From an optimization exercise on the open Yosys and OpenROAD flow, aimed at a short achievable clock period and few clock cycles; shortcuts taken in it are not production practice. Only simulation tests tie the RTL to the original design; equivalence was not proved. No activity file was given, so power comes from the tool's default toggle rates.

## design/flow/run.sh

```bash
#!/bin/bash
# synth_recipe.tcl (not shown) runs the flow's synth.tcl, then flattens the netlist and writes it again
# the make line also repeats each setting of config.mk as NAME=value (left out here)
make -C /OpenROAD-flow-scripts/flow DESIGN_CONFIG=/design/flow/config.mk WORK_HOME=/design/flow/orfs CLKGATE_MAP_FILE= SYNTH_SCRIPT=/design/flow/synth_recipe.tcl finish
```

## design/flow/constraint.sdc

```tcl
create_clock -name core_clock -period 11.5 [get_ports {clock}]
set_input_delay 2.3000 -clock core_clock [delete_from_list [all_inputs] [get_ports {clock}]]
set_output_delay 2.3000 -clock core_clock [all_outputs]
set_load 0.01 [all_outputs]
```

## design/flow/design.v

```verilog
`timescale 1ns / 1ps
module processor(
    input clock,
    input rst,
    input [31:0] instruction,
    output [31:0] current_PC, 
    output mem_read,
    output mem_write,
    output [31:0]  address,
    output [31:0] mem_write_data, 
    input [31:0] mem_read_data,
    output reg_write,
    output [4:0] rd,
    output reg [31:0] to_REG_WRITE_DATA
    );
    wire branch;
    wire [1:0] ALU_op;
    wire jump;
    wire jalr_select;
    wire [1:0] writeback_src;
    wire csr_read;
    wire alu_src1_is_pc;
    wire alu_src1_is_zero;
    wire [31:0] from_increment_adder;
    wire [31:0] from_branch_adder;
    wire [31:0] next_PC;
    wire PC_src_control;
    wire ALU_zero;
    wire ALU_src;
    wire [31:0] IMM_value;
    wire [31:0] rs1_value;
    wire [31:0] rs2_value;
    wire [31:0] csr_read_data;
    wire [31:0] PC_increment = 4;
    wire [31:0] from_ALU;
    assign address = from_ALU;
    wire branch_taken = ALU_zero ^ (instruction[12] ^ instruction[14]);
    assign PC_src_control = (branch && branch_taken) || jump;
    CPU_controller CPU_control (.opcode(instruction[6:0]),
                                 .branch(branch),
                                 .mem_read(mem_read),
                                 .ALU_op(ALU_op),
                                 .mem_write(mem_write),
                                 .ALU_src(ALU_src),
                                 .register_write(reg_write),
                                 .writeback_src(writeback_src),
                                 .jump(jump),
                                 .jalr_select(jalr_select),
                                 .csr_read(csr_read),
                                 .alu_src1_is_pc(alu_src1_is_pc),
                                 .alu_src1_is_zero(alu_src1_is_zero)
                                    ); 
    program_counter PC (.next_PC(next_PC), .current_PC(current_PC), .clk(clock), .rst(rst));
    wire [31:0] next_PC_branch_src;
    wire [31:0] branch_adder_inA;
    multiplexor JALR_PC_source_select(.control(jalr_select),
                                      .inA(current_PC),
                                      .inB(rs1_value),
                                      .out(branch_adder_inA));
    adder branch_adder(.inA(branch_adder_inA),
                        .inB(IMM_value),
                        .out(from_branch_adder)
                        );
    assign next_PC_branch_src = from_branch_adder & 32'hFFFFFFFC;
    multiplexor PC_value(.control(PC_src_control),
                         .inA(from_increment_adder), 
                         .inB(next_PC_branch_src),
                         .out(next_PC));
    adder increment_adder(.inA(PC_increment),
                          .inB(current_PC),
                          .out(from_increment_adder)
                          );
    wire [31:0] operand_2;
    multiplexor ALU_operand_2 (.control(ALU_src),
                           .inA(rs2_value), 
                           .inB(IMM_value),
                           .out(operand_2)
                           );
    reg [31:0] alu_op1;
    always @* begin
        if (alu_src1_is_pc) begin
            alu_op1 = current_PC;
        end else if (alu_src1_is_zero) begin
            alu_op1 = 32'b0;
        end else begin
            alu_op1 = rs1_value;
        end
    end
    always @* begin
        case (writeback_src)
            2'b00:  to_REG_WRITE_DATA = from_ALU;            
            2'b01:  to_REG_WRITE_DATA = mem_read_data;       
            2'b10:  to_REG_WRITE_DATA = from_increment_adder;  
            2'b11:  to_REG_WRITE_DATA = csr_read ? csr_read_data : IMM_value;  
            default: to_REG_WRITE_DATA = 32'hdeadbeef;      
        endcase
    end
   wire [4:0] rs1;
   assign rs1 =  instruction[19:15];
   wire [4:0] rs2;
   assign rs2 =  instruction[24:20];
   assign rd =  instruction[11:7];
   wire [6:0] opcode;
   assign opcode = instruction[6:0];
   wire get_counter_wire = 0;
   wire [11:0] csr_addr = instruction[31:20];
   register_file RF (.rs1(rs1),
                     .rs2(rs2),
                     .rd(rd),
                     .rd_value(to_REG_WRITE_DATA),
                     .register_write(reg_write),    
                     .rs1_value(rs1_value),
                     .rs2_value(rs2_value),
                     .clk(clock), 
                     .rst(rst),
                     .get_counter(get_counter_wire),
                     .current_PC(current_PC),
                     .csr_read(csr_read),
                     .csr_addr(csr_addr),
                     .csr_read_data(csr_read_data));
   assign mem_write_data = rs2_value;
    imm_gen IMM (.instruction(instruction), .IMM_value(IMM_value));
    wire [3:0] ALU_opcode;
    ALU ALU_instance (.opcode(ALU_opcode),
                      .operand_1(alu_op1),
                      .operand_2(operand_2),
                      .ALU_result(from_ALU),
                       .zero(ALU_zero),
                       .rst(rst));    
    wire [2:0] funct3 = instruction[14:12];
    wire [6:0] funct7 = instruction[31:25];
    ALU_controller ALU_control (.funct3(funct3),
                                .funct7(funct7),
                                .ALU_op(ALU_op),
                                .opcode(opcode),
                                .ALU_opcode(ALU_opcode)
                                   );
endmodule
`timescale 1ns / 1ps
module CPU_controller(input [6:0]opcode,
                       output wire branch,
                       output wire mem_read,
                       output wire [1:0] ALU_op,
                       output wire  mem_write,
                       output wire ALU_src,
                       output wire  register_write,
                       output reg [1:0] writeback_src,
                       output wire jump,
                       output wire jalr_select,
                       output wire csr_read,
                       output wire alu_src1_is_pc,
                       output wire alu_src1_is_zero
    );
assign alu_src1_is_zero = (opcode == 7'b0110111);  
assign alu_src1_is_pc = (opcode == 7'b0010111);  
assign csr_read = (opcode == 7'b1110011);  
assign jalr_select = (opcode == 7'b1100111) ? 1:0;
assign jump = (opcode == 7'b1101111 || opcode == 7'b1100111) ? 1:0;
assign branch = (opcode == 7'b1100011) ? 1:0;
assign mem_read = (opcode == 7'b0000011)? 1:0;
always @* begin
    case (opcode)
        7'b0000011: writeback_src = 2'b01;  
        7'b1101111: writeback_src = 2'b10;  
        7'b1100111: writeback_src = 2'b10;  
        7'b1110011: writeback_src = 2'b11;  
        default:    writeback_src = 2'b00;  
    endcase
end
assign ALU_op = (opcode == 7'b0110011 || opcode == 7'b0010011) ? 2'b10 :
                (opcode == 7'b1100011) ? 2'b01 :
                2'b00;  
assign mem_write = (opcode == 7'b0100011)? 1:0;
assign ALU_src = (opcode == 7'b0110011 || opcode == 7'b1100011) ? 0 : 1;
wire is_r_type = (opcode == 7'b0110011);
wire is_i_type = (opcode == 7'b0010011) || (opcode == 7'b0000011) || (opcode == 7'b1100111);
wire is_u_type = (opcode == 7'b0110111) || (opcode == 7'b0010111);
wire is_j_type = (opcode == 7'b1101111);
wire is_csr_type = (opcode == 7'b1110011);
assign register_write = is_r_type || is_i_type || is_u_type || is_j_type || is_csr_type;
endmodule
`timescale 1ns / 1ps
module ALU_controller(
    input wire [2:0] funct3,
    input wire [6:0] funct7,
    input wire [1:0] ALU_op,
    input wire [6:0] opcode,   
    output reg [3:0] ALU_opcode
    );
    parameter ALU_ADD = 4'b0001;
    parameter ALU_SUB = 4'b0010;
    parameter ALU_AND = 4'b0011;
    parameter ALU_OR  = 4'b0100;
    parameter ALU_SLL = 4'b0101;
    parameter ALU_SRL = 4'b0110;
    parameter ALU_XOR = 4'b0111;
    parameter ALU_SLT = 4'b0000;
    parameter ALU_SRA = 4'b1010;  
    parameter ALU_SLTU= 4'b1011;  
    parameter R_TYPE = 7'b0110011;
    parameter I_TYPE = 7'b0010011;
    always @* begin
        case (ALU_op)
            2'b10: begin
                case (funct3)
                    3'b000:  
                        if (opcode == R_TYPE && funct7 == 7'b0100000) 
                            ALU_opcode = ALU_SUB;
                        else 
                            ALU_opcode = ALU_ADD;
                    3'b001:  
                        ALU_opcode = ALU_SLL;
                    3'b010:  
                        ALU_opcode = ALU_SLT;
                    3'b011:  
                        ALU_opcode = ALU_SLTU;  
                    3'b100:  
                        ALU_opcode = ALU_XOR;
                    3'b101:  
                        if (funct7[5] == 1'b1) 
                            ALU_opcode = ALU_SRA;  
                        else 
                            ALU_opcode = ALU_SRL;  
                    3'b110:  
                        ALU_opcode = ALU_OR;
                    3'b111:  
                        ALU_opcode = ALU_AND;
                    default: ALU_opcode = 4'b0000;  
                endcase
            end
            2'b01: begin
                case (funct3[2:1])
                    2'b10:   ALU_opcode = ALU_SLT;
                    2'b11:   ALU_opcode = ALU_SLTU;
                    default: ALU_opcode = ALU_SUB;
                endcase
            end
            2'b00: begin
                ALU_opcode = ALU_ADD;
            end
            default: ALU_opcode = 4'b0000;  
        endcase
    end
endmodule
`timescale 1ns / 1ps
module ALU(
    input wire [3:0] opcode,
    input wire [31:0] operand_1,
    input wire [31:0] operand_2,
    output reg [31:0] ALU_result,
    output wire zero,
    input rst
    );
    parameter ADD=4'b0001, SUB=4'b0010, AND=4'b0011, OR=4'b0100, SLL=4'b0101, SRL=4'b0110, XOR=4'b0111, SLT=4'b0000, SRA=4'b1010, SLTU=4'b1011;
    wire [4:0] shift_amount = operand_2[4:0];
    always @* begin
        if (rst) begin
            ALU_result = 32'b0;
        end else begin
            case (opcode)
                ADD:  ALU_result = operand_1 + operand_2;
                SUB:  ALU_result = operand_1 - operand_2;
                AND:  ALU_result = operand_1 & operand_2;
                OR:   ALU_result = operand_1 | operand_2;
                SLL:  ALU_result = operand_1 << shift_amount;
                SRL:  ALU_result = operand_1 >> shift_amount;
                XOR:  ALU_result = operand_1 ^ operand_2;
                SRA:  ALU_result = $signed(operand_1) >>> shift_amount;
                SLT:  ALU_result = ($signed(operand_1) < $signed(operand_2)) ? 1 : 0;
                SLTU: ALU_result = (operand_1 < operand_2) ? 1 : 0;
                default: ALU_result = 32'b0;
            endcase
        end
    end
    assign zero = (ALU_result==0)? 1:0;                     
endmodule
`timescale 1ns / 1ps
module imm_gen(
    input wire [31:0] instruction, 
    output reg [31:0] IMM_value
    );
    wire [6:0] opcode;
    assign opcode = instruction[6:0];
    wire [31:0] stype_imm;
    wire [31:0] itype_imm;
    wire [31:0] btype_imm;
    wire [31:0] utype_imm;
    assign itype_imm = {{20{instruction[31]}},instruction[31:20]};
    assign stype_imm = {{20{instruction[31]}},instruction[31:25],instruction[11:7]};
    assign btype_imm = {{20{instruction[31]}}, instruction[7], instruction[30:25], instruction[11:8], 1'b0};
    assign utype_imm = {instruction[31:12], 12'h0};
    wire [20:0] j_imm_val = {instruction[31], instruction[19:12], instruction[20], instruction[30:21], 1'b0};
    parameter J=7'b1101111;
    parameter I_LOAD=7'b0000011;
    parameter I_ARITH=7'b0010011;
    parameter I_ARITH_SHIFT=7'b0010011; 
    parameter S=7'b0100011;
    parameter B=7'b1100011;
    parameter JALR=7'b1100111;
    parameter LUI=7'b0110111;
    parameter AUIPC=7'b0010111;
    always @* begin
        case (opcode)
            J:       IMM_value = {{11{j_imm_val[20]}}, j_imm_val};
            B:       IMM_value = btype_imm;
            S:       IMM_value = stype_imm;
            LUI:     IMM_value = utype_imm;
            AUIPC:   IMM_value = utype_imm;
            I_ARITH: begin
                if (instruction[14:12] == 3'b001 || instruction[14:12] == 3'b101) begin  
                    IMM_value = {{27{1'b0}}, instruction[24:20]};  
                end else begin
                    IMM_value = itype_imm;  
                end
            end
            I_LOAD:  IMM_value = itype_imm;  
            JALR:    IMM_value = itype_imm;  
            default: IMM_value = 32'b0;
        endcase
    end
endmodule
`timescale 1ns / 1ps
module program_counter(
    input [31:0] next_PC,
    output [31:0] current_PC,
    input clk,
    input rst
   );
    reg [31:0] inst_address;
    assign current_PC = inst_address;
    always @(posedge clk or posedge rst)
       if (rst) begin 
            inst_address <= 32'h80000000; 
       end
       else begin
            inst_address <= next_PC;
       end;
endmodule
`timescale 1ns / 1ps
module register_file(
    input wire [4:0] rs1,
    input wire [4:0] rs2,
    input wire [4:0] rd,
    input wire [31:0] rd_value,
    input register_write,    
    output [31:0] rs1_value,
    output [31:0] rs2_value,
    input  wire clk,
    input wire rst,
    input get_counter,
    input [31:0] current_PC,
    input csr_read,
    input [11:0] csr_addr,
    output reg [31:0] csr_read_data
    );
    reg [31:0] registers [31:0];
    integer i;
    parameter CSR_MHARTID = 12'hF14;
    wire [31:0] mhartid = 32'h0;  
    always @* begin
        if (csr_read && (csr_addr == CSR_MHARTID)) begin
            csr_read_data = mhartid;
        end else begin
            csr_read_data = 32'h0;  
        end
    end
    assign rs1_value = registers[rs1];
    assign rs2_value = registers[rs2];
    always @(posedge clk or posedge rst) 
        if (rst) begin
            for (i=0; i<32; i=i+1) begin
                registers[i] <= 0;
            end
        end
        else if (register_write && (rd != 0)) begin
            if (get_counter) begin 
                registers[rd] <= current_PC+1;
            end
            else begin  
                registers[rd] <= rd_value;
            end 
        end
endmodule
`timescale 1ns / 1ps
module adder(
    input [31:0] inA,
    input [31:0] inB,
    output wire [31:0] out
    );
    assign out = inA + inB;
endmodule
`timescale 1ns / 1ps
module multiplexor(
    input control,
    input [31:0] inA,
    input [31:0] inB,
    output wire [31:0] out
    );
   assign out = (control) ? inB: inA;
endmodule
```

## design/flow/config.mk

```make
export PLATFORM = sky130hd
export DESIGN_NAME = processor
export DESIGN_NICKNAME = processor
export VERILOG_FILES = /design/flow/design.v
export SDC_FILE = /design/flow/constraint.sdc
export NUM_CORES = 8
export LEC_CHECK = 0
export CAP_MARGIN = 20
export CORE_MARGIN = 2
export CORE_UTILIZATION = 30
export SETUP_SLACK_MARGIN = 5
export SLEW_MARGIN = 20
export TNS_END_PERCENT = 5
```

==> results.py <==
metrics = {
    "floorplanning": {
        "io_pins": 202,
        "die_h_um": 474,
        "fp-row-count": 172,
        "die_x_um": 474,
        "initial_core_util_pct": 30.2,
        "core_um2": 220000,
        "dieArea_um2": 225000,
    },
    "global_route": {
        "grt_use_total_pct": 41.0,
        "grt_pass1_wl_mm": 636,
        "grt_max_degree": 172,
        "antenna_found_initial": 51,
        "grt_pass1_vias": 73179,
        "overflow": 0,
    },
    "timing": {
        "finalSetupViolCount": 0,
        "slew_violations": 0,
        "hold_ws_ps": 396,
        "fmax_mhz": 90.9,
        "grt_setup_unrepaired": "true",
        "slew_headroom_pct": 17.7,
        "tightest_slew_ps": 1230,
        "post-route-period-util_pct": 95.7,
        "skew_ps": 84.0,
        "final_hold_viol_count": 0,
        "fin_crit_ps": 11000,
    },
    "critical_path": {
        "crit_arrival_ps": 8700,
        "worstRegToRegCells": 33,
        "slowest_delay_ps": 620,
        "r2r_end": "PC.inst_address[2]",
        "worstPathRequired_ps": 9200,
        "end_kind": "output port",
        "rrSetupSlack_ps": 3330,
        "reg2reg_from": "RF.registers[8][2]",
        "crit_top_cell": "buf_4",
        "crit_slowest_cell": "nor2_1",
        "crit_path_start_kind": "input port",
        "critPathKind": "in2out",
        "worstPathMaxFanout": 5,
    },
    "routing": {
        "wl_mm": 476,
        "post-route-drc-count": 0,
        "wire_per_inst_um": 39.5,
        "firstDrtPassIters": 9,
        "routed_via_density": 6.51,
        "drt_iter0_drc": 12317,
        "ant_nets": 0,
        "vias": 78482,
    },
    "pwr": {
        "powerDensity_nw_per_um2": 116,
        "ir_drop_mv": 0.142,
        "p_leak_uw": 0.0405,
    },
    "synthesis": {
        "ys.warnings.count": 8,
        "synth_top_area_share_pct": 39.7,
        "syn_area_per_cell_um2": 8.23,
        "syn_area_um2": 66300,
        "synthCells": 8063,
        "synth_top_flop_cell": "dfrtp_1",
        "ys_ff_latch": 1054,
        "synth_enable_flop_cells": 0,
        "synthTopCellsByArea": "dfrtp_1, nand2_1, o21ai_0",
        "ys_seq_area_share_pct": 39.8,
        "synth_cell_types": 116,
        "async_flop_share_pct": 100,
        "yosysTopAreaCell": "dfrtp_1",
    },
    "clock_tree": {
        "clock_path_buffers": 3,
        "cts_buffers": 120,
        "cts_hold_buf": 0,
        "htreeDepth": 3,
        "clock_latency_ps": 850,
        "cts_tree": "done",
        "clock_sinks": 1054,
        "clk_pin_slew_ps": 60,
        "cts-root-buf": "clkbuf_16",
    },
    "min_path": {
        "hold_path.class": "reg2reg",
        "holdPathStages": 0,
        "hold_end": "RF.registers[0][29]",
        "worstHoldStart": "RF.registers[0][29]",
    },
    "finish": {
        "syn_to_final_growth_pct": 34.2,
        "drive_gt1_share_pct": 24.5,
        "fin_util_pct": 40.5,
        "fin_nets": 9142,
        "instances_no_fill": 12059,
    },
    "placed_design": {
        "gp_congestion": 1.12,
        "dp_cells": 11606,
        "hpwl_mm": 340,
        "io_buffers": 199,
    },
    "run_status": {
        "status": "finished clean",
    },
    "job": {
        "max_cap_viol_count": 0,
    },
}
per-layer routing:
| layer | global-route usage (%) | wire length (um) | vias to the layer above |
|---|---|---|---|
| met5 | 0.930 | 658 | - |
| met4 | 35.2 | 51300 | 26 |
| met3 | 15.9 | 61100 | 2303 |
| met2 | 58.0 | 192000 | 6707 |
| met1 | 48.3 | 171000 | 38235 |
| li1 | - | - | 31211 |
cell families after synthesis:
group / after synthesis / synth area share (%)
muxes: 268 / 4.23
xor gates and xnor gates: 63 / 0.832
other: 1 / 0.00565
and+or+nand+nor: 3027 / 21.4
DFF: 1054 / 39.8
buffers and inverters: 913 / 5.63
adders and majority gates: 132 / 2.51
AOI/OAI and AO/OA: 2605 / 25.6
cell usage after synthesis (59+ instances only):
cell type,count
nand2_1,1491
o21ai_0,1099
dfrtp_1,1053
clkbuf_1,611
a22oi_1,534
nor2_1,350
and3_1,289
nand3_1,285
a21oi_1,205
mux2i_1,204
inv_1,135
ha_1,130
nand4_1,107
nor3_1,105
buf_2,94
a2111oi_0,81
a211oi_1,63
nor4_1,60
a221oi_1,59
cells in the final DEF (no fill, tap or decap), types with 54 or more instances in the layout:
cell type	instances
ha_1	112
nor2_1	278
mux2i_1	196
nand4_1	107
a22oi_1	525
a211oi_1	54
buf_6	131
a21oi_1	168
nand3_1	282
buf_12	123
dfrtp_1	1053
nor2_4	55
buf_4	1068
clkbuf_16	121
and3_1	273
o21ai_0	1049
nand2_1	1449
nor3_1	87
inv_1	117
o22ai_1	55
clkdlybuf4s50_1	147
a22o_1	56
flip-flops by register name, summed over array words and instances, names as in the netlist:
name / cells
RF.registers: 1024
PC.inst_address: 30
metrics by stage:
stage               instance area (um2)  power (uW)  TNS (ps)  worst slack (ps)
finish                            89000       10300         0               496
global route                      88900       10500         0               487
CTS                               86900       10200         0               760
detailed placement                79500        5790    -14450             -1100
global placement                  79500        5780    -14980             -1070
floorplan                         66700        4730         0              1500
how the worst max path moves through the flow:
stage / startpoint / endpoint / cells past startpoint
finish: instruction[15] / to_REG_WRITE_DATA[31] / 32
global route: instruction[19] / to_REG_WRITE_DATA[31] / 35
CTS: instruction[19] / to_REG_WRITE_DATA[31] / 33
detailed placement: instruction[22] / to_REG_WRITE_DATA[31] / 31
global placement: instruction[22] / to_REG_WRITE_DATA[31] / 31
floorplan: instruction[22] / to_REG_WRITE_DATA[31] / 29
final cells by class:
type                    instances  area, um2
flip-flops and latches       1054      26400
multi-input cells            6099      39700
clock buffers                 155       3330
clock inverters                72       1050
fillers                     22027     131000
inverters                     140        549
well taps                    2958       3700
repair buffers               1529      14200
diodes                         52        130
timing repair:
action | in CTS | in global routing
cloned | 6 | 4
gates resized for setup | 535 | 349
setup endpoints to repair | 1121 | 1262
pin swaps | 157 | 99
setup buffers | 90 | 74
power breakdown:
| part | switching (uW) | leakage, uW | internal [uW] |
|---|---|---|---|
| sequential | 202 | 0.0146 | 3800 |
| combinational | 1250 | 0.0238 | 714 |
| clock | 1840 | 0.00212 | 2510 |
| total | 3300 | 0.0405 | 7020 |
worst max-delay path, delay by kind of cell:
family                   cells  cell delay [ps]
adder cells (fa/ha/maj)      1              230
multiplexers                 1              150
AND/OR/NAND/NOR              6             1610
AO/OA/AOI/OAI               13             2380
buffers and inverters       11             2000
Testbench counts, summed over its fixed seeds: cycles 26,159.

==> afterwards: timing with drivers on the ports <==
How much do the figures lean on ideal ports? The routed layout below was timed once more, with nothing changed but the port constraints. Step 1: set_driving_cell puts a clkbuf_16 on clock and a buf_2 on each other input, an assumption about the parent block. Step 2 times the ports against the registers' clock, not the clock port: input delays grow and output delays shrink by t, the midpoint of the rising clock arrivals with the driver on. Three values: no drivers, after step 1, after step 2; two values: the first two.
t (ns): 0.908
setup WS [ns]: 0.496 / 0.318 / 0.318
hold WS [ns]: 0.396 / 0.396 / 0.396
worst slew at a driven data input, ns: 0.25
After both steps this run still meets setup and hold. The setup slack of this run moves by -0.178 ns with the drivers and by -0.178 ns with both steps.
